From an optimization exercise on the open Yosys and OpenROAD flow, aimed at small area, a short achievable clock period and few clock cycles per item; shortcuts taken in it are not production practice.
Where RTL was checked, it was by simulation tests only, not by an equivalence proof against the original.

## unsigned_nonrestoring
module unsigned_nonrestoring #(
    parameter int WIDTH = 32
) (
    input logic go,
    input logic[WIDTH-1:0] divisor,
    input logic[WIDTH-1:0] dividend,
    input logic clk, rst,
    output logic done,
    output logic[WIDTH-1:0] quotient,
    output logic[WIDTH-1:0] remainder,
    output logic divide_by_zero
);
==> flow/config.mk <==
export PLATFORM = sky130hd
export DESIGN_NAME = unsigned_nonrestoring
export DESIGN_NICKNAME = unsigned_nonrestoring
export VERILOG_FILES = /design/flow/design.v
export SDC_FILE = /design/flow/constraint.sdc
export NUM_CORES = 4
export LEC_CHECK = 0
export ABC_AREA = 1
export CAP_MARGIN = 20
export CORE_MARGIN = 2
export CORE_UTILIZATION = 40
export CTS_BUF_LIST = sky130_fd_sc_hd__clkbuf_8
export SETUP_SLACK_MARGIN = 3.25
export SLEW_MARGIN = 20
==> flow/constraint.sdc <==
create_clock -name core_clock -period 6.0 [get_ports {clk}]
set_input_delay 1.2000 -clock core_clock [delete_from_list [all_inputs] [get_ports {clk}]]
set_output_delay 1.2000 -clock core_clock [all_outputs]
set_load 0.01 [all_outputs]
standard.sh (not shown) runs the stock make flow with config.mk's settings and CLKGATE_MAP_FILE= SYNTH_SCRIPT=/design/flow/synth_recipe.tcl, a recipe that flattens the netlist after the stock synthesis.
==> flow/flow/run.sh <==
#!/bin/bash
# The standard layout, with the port buffers made from the smallest plain buffer
# (buf_1) instead of the cell buffer_ports picks by itself.
set -euo pipefail
bash standard.sh 'BUFFER_PORTS_ARGS=-buffer_cell sky130_fd_sc_hd__buf_1' finish > make.log 2>&1
The starting point finished clean.
Testbench counts at the start, summed over its fixed seeds: cycles 32,890, divisions 3,200.
==> next run, changes <==
- ABC_CLOCK_PERIOD_IN_PS: unset -> 3000
- SETUP_SLACK_MARGIN: 3.25 -> 3.5
The new run produced a clean layout.
Routed wire length went up by 4.9%.
Global-route usage rises by 0.17 points.
Synthesized cell count does not change.
Critical path depth goes down by 2.
Die area does not change.
Via count increases by 2.1%.
Worst hold slack got worse by 0.0045 ns.
==> next run, changes <==
- ABC_AREA: 1 -> unset
- ABC_CLOCK_PERIOD_IN_PS: 3000 -> unset
- SETUP_SLACK_MARGIN: 3.5 -> 3.25
Outcome:
- The changed run produced a clean layout
- final area shrinks by 4.5%
- global-route usage came out lower by 1.4 points
- non-clock buffer count went up by 12
- synthesized area came out lower by 7.4%
- fmax fell by 15%
- wire length drops by 14%
==> next run, changes <==
- ABC_AREA: unset -> 1
- CORE_UTILIZATION: 40 -> 30
- SETUP_SLACK_MARGIN: 3.25 -> 3.5
After rerunning:
- The changed run produced a clean layout
- clock-buffer cell count does not change
- cell area rose by 5.5%
- via count is higher by 21%
- hold slack gets worse by 0.037 ns
- sequential share of layout area shrinks by 1.5 points
- setup slack gets better by 0.37 ns
- fmax climbs by 15%
==> next run, changes <==
- ABC_AREA: 1 -> unset
- CORE_UTILIZATION: 30 -> 40
- SETUP_SLACK_MARGIN: 3.5 -> 3.0
Global-route usage is higher by 3.8 points.
First-iteration DRC count goes down by 23%.
Setup slack degrades by 0.49 ns.
Clock-buffer cell count stays the same.
==> next run, changes <==
- ABC_AREA: unset -> 1
- ABC_CLOCK_PERIOD_IN_PS: unset -> 2000
- SETUP_SLACK_MARGIN: 3.0 -> 3.5
Setup slack is better by 0.54 ns.
Count of clock-buffer cells in the layout stays the same.
Worst hold slack is worse by 0.044 ns.
Via count climbs by 21%.
Non-clock buffer count climbs by 1.

run A:
Another version of the RTL of unsigned_nonrestoring (not shown whole).
For scale: ~980 cells after synthesis, roughly 130 I/O pins, ~8600 um2 of cells after synthesis.
==> flow/config.mk <==
export PLATFORM = sky130hd
export DESIGN_NAME = unsigned_nonrestoring
export DESIGN_NICKNAME = unsigned_nonrestoring
export VERILOG_FILES = /design/flow/design.v
export SDC_FILE = /design/flow/constraint.sdc
export NUM_CORES = 4
export LEC_CHECK = 0
export CAP_MARGIN = 20
export CORE_MARGIN = 2
export CORE_UTILIZATION = 40
export SLEW_MARGIN = 20
==> flow/constraint.sdc <==
create_clock -name core_clock -period 6.0 [get_ports {clk}]
set_input_delay 1.2000 -clock core_clock [delete_from_list [all_inputs] [get_ports {clk}]]
set_output_delay 1.2000 -clock core_clock [all_outputs]
set_load 0.01 [all_outputs]
run.sh (not shown) runs the stock make flow with config.mk's settings and CLKGATE_MAP_FILE= SYNTH_SCRIPT=/design/flow/synth_recipe.tcl, a recipe that flattens the netlist after the stock synthesis.
Stock flow here: none of the scripts above is used.
Run A: all stages complete, timing, DRC and antenna checks passed
Inputs modified between run A and run B:
- SETUP_SLACK_MARGIN: unset -> 3.5
### Flow results
- Comparing run A and run B, layout clock buffer count is higher on run A.
- Via count on run B is behind run A.
- Comparing run B against run A, there is no change at all in number of combinational gates with multiple inputs.
- Tightest slew margin relative to the limit up 3.7 points in run B wrt run A
Setup changes, run B to run C
- SETUP_SLACK_MARGIN now 3.0, was 3.5
- CORE_UTILIZATION now 60, was 40
[summary]
- Of the two values seen for endpoint of the most critical setup path, B_R[24] was produced by run B and B_R[11] by run C.
- Summary of run C over run B: placed instance count now sits lower.
- In the metrics for run B and run C, the one carrying the higher design area is run B.
- Sequential share of layout area (lower): run B
- Of the two values seen for leading cell type in the layout, fill and taps excluded, sky130_fd_sc_hd__dlygate4sd2_1 was produced by run B and sky130_fd_sc_hd__clkdlybuf4s50_1 by run C.
- Run C against run B: final setup slack of the worst path decreased by 190 ps relative to the old numbers, post-placement cell area decreased about 2.2%.
Inputs modified between run C and run D:
- SETUP_SLACK_MARGIN now 2.5, was 3.0
- CORE_UTILIZATION now 40, was 60
### Flow results
Re flip-flop and latch count: no difference whatsoever between run D and run C. The routed metal-1 wire length in run D is 1.12 times that in run C. Diff run C -> run D: overall fraction of global-route tracks in use dropped 12 points. Per the comparison of run D with run C, final critical delay including setup and external delays increased 120 ps, placed cell area higher.
Function was not checked in any run of this note: the RTL went through the layout flow alone.

Setup of alpha:
RTL: one of the versions met above, not the one the previous note started from.
For scale: roughly 1400 cells after synthesis, ~130 I/O pins, roughly 8800 um^2 of cells after synthesis.
Design unsigned_nonrestoring, start of the top module:
module unsigned_nonrestoring #(
    parameter int WIDTH = 32
) (
    input logic go,
    input logic[WIDTH-1:0] divisor,
    input logic[WIDTH-1:0] dividend,
    input logic clk, rst,
    output logic done,
    output logic[WIDTH-1:0] quotient,
    output logic[WIDTH-1:0] remainder,
    output logic divide_by_zero
);
==> flow/config.mk <==
export PLATFORM = sky130hd
export DESIGN_NAME = unsigned_nonrestoring
export DESIGN_NICKNAME = unsigned_nonrestoring
export VERILOG_FILES = /design/flow/design.v
export SDC_FILE = /design/flow/constraint.sdc
export NUM_CORES = 4
export LEC_CHECK = 0
export ABC_AREA = 1
export CAP_MARGIN = 20
export CORE_MARGIN = 2
export CORE_UTILIZATION = 50
export CTS_BUF_LIST = sky130_fd_sc_hd__clkbuf_8
export SETUP_SLACK_MARGIN = 3.5
export SLEW_MARGIN = 20
==> flow/constraint.sdc <==
create_clock -name core_clock -period 6.0 [get_ports {clk}]
set_input_delay 1.2000 -clock core_clock [delete_from_list [all_inputs] [get_ports {clk}]]
set_output_delay 1.2000 -clock core_clock [all_outputs]
set_load 0.01 [all_outputs]
standard.sh (not shown) runs the stock make flow with config.mk's settings and CLKGATE_MAP_FILE= SYNTH_SCRIPT=/design/flow/synth_recipe.tcl, a recipe that flattens the netlist after the stock synthesis.
Scripts as last shown in full above: flow/flow/run.sh
No stage failed in alpha, and the final checks on the layout all came back clean.
Testbench counts of alpha, summed over its fixed seeds: cycles 32,890, divisions 3,200.
> inputs changed (alpha -> beta)
# alpha
export LEC_CHECK = 0
export ABC_AREA = 1
export CAP_MARGIN = 20
export CORE_MARGIN = 2
export CORE_UTILIZATION = 50
export CTS_BUF_LIST = sky130_fd_sc_hd__clkbuf_8
export SETUP_SLACK_MARGIN = 3.5
export SLEW_MARGIN = 20
create_clock -name core_clock -period 6.0 [get_ports {clk}]
# beta
export LEC_CHECK = 0
export ABC_AREA = 1
export CAP_MARGIN = 20
export CORE_MARGIN = 2
export CORE_UTILIZATION = 40
export CTS_BUF_LIST = sky130_fd_sc_hd__clkbuf_8
export SETUP_SLACK_MARGIN = 3.5
export SLEW_MARGIN = 20
create_clock -name core_clock -period 6.0 [get_ports {clk}]
==> notes.md <==
The flow did not stop early for beta: all stages ran, and the layout cleared the timing, design-rule and antenna checks. alpha completed end to end with timing, DRC and antenna clean. Summary of beta over alpha: wire length the detailed router placed on met1 down 1.7%. When beta is set beside alpha, its worst endpoint required time turns out to be 0.24 ns larger. Final non-filler cell area in beta is 84 um^2 higher than in alpha. Comparing non-clock buffer count for beta and alpha, the bigger number came from beta.
#### Input delta (gamma over beta)
# beta
export LEC_CHECK = 0
export ABC_AREA = 1
export CAP_MARGIN = 20
export CORE_MARGIN = 2
export CORE_UTILIZATION = 40
export CTS_BUF_LIST = sky130_fd_sc_hd__clkbuf_8
export SETUP_SLACK_MARGIN = 3.5
export SLEW_MARGIN = 20
create_clock -name core_clock -period 6.0 [get_ports {clk}]
# gamma
export LEC_CHECK = 0
export CAP_MARGIN = 20
export CORE_MARGIN = 2
export CORE_UTILIZATION = 55
export CTS_BUF_LIST = sky130_fd_sc_hd__clkbuf_8
export SETUP_SLACK_MARGIN = 3.0
export SLEW_MARGIN = 20
create_clock -name core_clock -period 6.0 [get_ports {clk}]
Findings:
- gamma: all stages complete, timing, DRC and antenna checks passed
- Relative to beta, setup slack has decreased by 0.61 ns in gamma.
- The lower fmax of beta and gamma is in gamma.
- Number of register bits inferred by synthesis: beta vs gamma — no meaningful difference
- Compared to beta, the routing of gamma uses less wire.
The following lists how delta was set up differently from gamma:
# gamma
export LEC_CHECK = 0
export CAP_MARGIN = 20
export CORE_MARGIN = 2
export CORE_UTILIZATION = 55
export CTS_BUF_LIST = sky130_fd_sc_hd__clkbuf_8
export SETUP_SLACK_MARGIN = 3.0
export SLEW_MARGIN = 20
create_clock -name core_clock -period 6.0 [get_ports {clk}]
# delta
export LEC_CHECK = 0
export ABC_AREA = 1
export CAP_MARGIN = 20
export CORE_MARGIN = 2
export CORE_UTILIZATION = 40
export CTS_BUF_LIST = sky130_fd_sc_hd__clkbuf_8
export SETUP_SLACK_MARGIN = 3.0
export SLEW_MARGIN = 20
create_clock -name core_clock -period 6.0 [get_ports {clk}]
--- outcome ---
In the tables for delta and gamma, critical path depth reads higher with delta. As far as count of pins on the block boundary is concerned, delta and gamma perform about the same. Sort delta and gamma by met3 demand-to-capacity share in global routing, descending, and gamma comes first. gamma → delta: final cell count picked up an extra 532, number of buffers added for setup after CTS lost 12, wire length per cell lost 20%.

unsigned_nonrestoring again, from the RTL that the note above started with.
Design unsigned_nonrestoring, start of the top module:
module unsigned_nonrestoring #(
    parameter int WIDTH = 32
) (
    input logic go,
    input logic[WIDTH-1:0] divisor,
    input logic[WIDTH-1:0] dividend,
    input logic clk, rst,
    output logic done,
    output logic[WIDTH-1:0] quotient,
    output logic[WIDTH-1:0] remainder,
    output logic divide_by_zero
);
==> flow/config.mk <==
export PLATFORM = sky130hd
export DESIGN_NAME = unsigned_nonrestoring
export DESIGN_NICKNAME = unsigned_nonrestoring
export VERILOG_FILES = /design/flow/design.v
export SDC_FILE = /design/flow/constraint.sdc
export NUM_CORES = 4
export LEC_CHECK = 0
export ABC_AREA = 1
export CAP_MARGIN = 20
export CORE_MARGIN = 2
export CORE_UTILIZATION = 40
export CTS_BUF_LIST = sky130_fd_sc_hd__clkbuf_8
export SETUP_SLACK_MARGIN = 3.75
export SLEW_MARGIN = 20
==> flow/constraint.sdc <==
create_clock -name core_clock -period 6.0 [get_ports {clk}]
set_input_delay 1.2000 -clock core_clock [delete_from_list [all_inputs] [get_ports {clk}]]
set_output_delay 1.2000 -clock core_clock [all_outputs]
set_load 0.01 [all_outputs]
Scripts as last shown in full above: flow/flow/run.sh
The first run went through all stages and came out clean.
Testbench counts at the start, summed over its fixed seeds: cycles 32,890, divisions 3,200.
Then changed:
SETUP_SLACK_MARGIN = 3.5   (was 3.75)
TNS_END_PERCENT = 20   (was not set)
What happened: Final area is lower by 9.6%. Routed wire length is lower by 5.3%. Worst setup slack gets worse by 100 ps. Count of clock-buffer cells in the layout stays the same. Worst hold slack barely changes.
Then changed:
ABC_AREA = not set   (was 1)
PLACE_DENSITY = 0.75   (was not set)
SETUP_SLACK_MARGIN = 3.0   (was 3.5)
TNS_END_PERCENT = not set   (was 20)
Worst setup slack got worse by 590 ps.
Flip-flop and latch count stays the same.
Die area is lower by a little under a tenth.
Non-clock buffer count climbs by 2.
Maximum frequency fell by about a fifth.
Clock-buffer cell count goes up by 2.
Then changed:
ABC_AREA = 1   (was not set)
PLACE_DENSITY = not set   (was 0.75)
SETUP_SLACK_MARGIN = 3.4   (was 3.0)
The new run went through all stages and came out clean; non-clock buffer count decreases by 10; wire length rises by about 12%; maximum frequency increases by 25%; cell count rises by about 32%; count of clock-buffer cells in the layout drops by 2; core utilization decreases by 1.6 points.

unsigned_nonrestoring, a different RTL version from the one above (not shown whole).
Size in the first run: roughly 1200 cells after synthesis, roughly 120 flip-flops, roughly 130 I/O pins.
clock: 6.0 ns
lec_check: 0
abc_area: 1
cap_margin: 20
core_margin: 2
core_utilization: 40
cts_buf_list: sky130_fd_sc_hd__clkbuf_4 sky130_fd_sc_hd__clkbuf_8
setup_slack_margin: 3.5
slew_margin: 20
Scripts as last shown in full above: flow/flow/run.sh
The baseline completed without violations.
Testbench counts at the start, summed over its fixed seeds: cycles 32,890, divisions 3,200.
Rerun with:
CTS_BUF_LIST = sky130_fd_sc_hd__clkbuf_8   (was sky130_fd_sc_hd__clkbuf_4 sky130_fd_sc_hd__clkbuf_8)
SETUP_SLACK_MARGIN = 3.75   (was 3.5)
Count of clock-buffer cells in the layout drops by 4; via count went up by a few percent; global-route usage went up by 0.66 points; wire length rises by a few percent; critical path depth grows by 2; synthesized cell count is unchanged.

Another version of the RTL of unsigned_nonrestoring (not shown whole).
Size: about 1200 cells after synthesis, roughly 120 flip-flops, ~130 I/O pins.
clock: 6.0 ns
lec_check: 0
abc_area: 1
cap_margin: 20
core_margin: 2
core_utilization: 40
cts_buf_list: sky130_fd_sc_hd__clkbuf_8
setup_slack_margin: 3.5
slew_margin: 20
==> flow/flow/run.sh <==
#!/bin/bash
# The standard layout, with the port buffers made from the smallest plain buffer
# (buf_1) instead of the cell buffer_ports picks by itself, and no gate cloning in
# timing repair.
set -euo pipefail
bash standard.sh 'BUFFER_PORTS_ARGS=-buffer_cell sky130_fd_sc_hd__buf_1' 'SKIP_GATE_CLONING=1' finish > make.log 2>&1
Testbench counts at the start, summed over its fixed seeds: cycles 32,895, divisions 3,200.
Next try:
==> flow/flow/run.sh (replaced) <==
#!/bin/bash
# The standard layout, with the port buffers made from the smallest plain buffer
# (buf_1) instead of the cell buffer_ports picks by itself.
set -euo pipefail
bash standard.sh 'BUFFER_PORTS_ARGS=-buffer_cell sky130_fd_sc_hd__buf_1' finish > make.log 2>&1
What happened: Die area stays the same; global-route usage increases by 0.21 points; wire length increases by about 0.7%; setup slack improved by 0.019 ns; non-clock buffer count decreases by 11; fmax increases by about 0.8%; flip-flop and latch count stays the same; design area barely changes.
Next try:
SETUP_SLACK_MARGIN = 3.6   (was 3.5)
Outcome: The new run ran to the end with no violations; hold slack got worse by 0.0055 ns; count of clock-buffer cells in the layout climbs by 1; non-clock buffer count climbs by 7.
Next try:
GPL_ROUTABILITY_DRIVEN = 0   (was default)
SETUP_SLACK_MARGIN = 3.5   (was 3.6)
What happened: The new run went through all stages and came out clean. Final cell count came out lower by about 0.5%. Fmax shrinks by about 0.9%. Utilization is lower by 1.3 points. Sequential share of layout area came out higher by 0.75 points. Critical path depth is lower by 2. Non-clock buffer count drops by 7.

==> static timing again, ports no longer ideal <==
In the flow no input, the clock included, has a driving cell. The finished layouts below were timed again as built, in two steps. Step 1 sets driving cells, clkbuf_16 on the clock port and buf_2 on the other inputs (assumed; they add their load-dependent delay and slew). Step 2 times the ports against the registers' clock, not the clock port: input delays grow and output delays shrink by t, the midpoint of the rising clock arrivals with the driver on. Three values: no drivers, after step 1, after step 2; two values: the first two.
run	t (ns)	slack for setup (ns)	worst hold slack (ns)
the first run of note 1	0.483	3.448 / 3.448 / 3.244	0.423 / 0.423 / 0.423
the second run of note 1	0.494	3.642 / 3.642 / 3.167	0.418 / 0.418 / 0.418
the third run of note 1	0.488	3.232 / 3.232 / 2.933	0.458 / 0.458 / 0.458
the fourth run of note 1	0.492	3.599 / 3.599 / 3.170	0.422 / 0.422 / 0.422
the fifth run of note 1	0.492	3.106 / 3.106 / 2.859	0.462 / 0.462 / 0.462
the sixth run of note 1	0.494	3.642 / 3.642 / 3.167	0.418 / 0.418 / 0.418
run A	0.473	2.456 / 2.456 / 2.373	0.483 / 0.483 / 0.483
run B	0.476	2.973 / 2.973 / 2.882	0.490 / 0.490 / 0.490
run C	0.471	2.781 / 2.781 / 2.472	0.510 / 0.510 / 0.510
run D	0.465	2.665 / 2.665 / 2.400	0.497 / 0.497 / 0.497
alpha	0.510	3.498 / 3.498 / 3.126	0.421 / 0.421 / 0.421
beta	0.494	3.642 / 3.642 / 3.167	0.418 / 0.418 / 0.418
gamma	0.491	3.037 / 3.054 / 2.563	0.453 / 0.453 / 0.453
delta	0.484	3.261 / 3.261 / 3.250	0.422 / 0.422 / 0.422
the first run of note 4	0.493	3.663 / 3.619 / 3.346	0.418 / 0.418 / 0.418
the second run of note 4	0.492	3.561 / 3.561 / 3.175	0.419 / 0.419 / 0.419
the third run of note 4	0.487	2.970 / 2.970 / 2.806	0.461 / 0.461 / 0.461
the fourth run of note 4	0.495	3.571 / 3.571 / 3.251	0.423 / 0.423 / 0.423
the first run of note 5	0.469	3.607 / 3.607 / 3.197	0.412 / 0.412 / 0.412
the second run of note 5	0.477	3.620 / 3.620 / 3.359	0.414 / 0.414 / 0.414
the first run of note 6	0.477	3.596 / 3.596 / 3.343	0.414 / 0.414 / 0.414
the second run of note 6	0.482	3.616 / 3.616 / 3.335	0.413 / 0.413 / 0.413
the third run of note 6	0.483	3.636 / 3.636 / 3.308	0.407 / 0.407 / 0.407
the fourth run of note 6	0.482	3.616 / 3.616 / 3.335	0.413 / 0.413 / 0.413
After both steps every run listed still meets setup and hold.
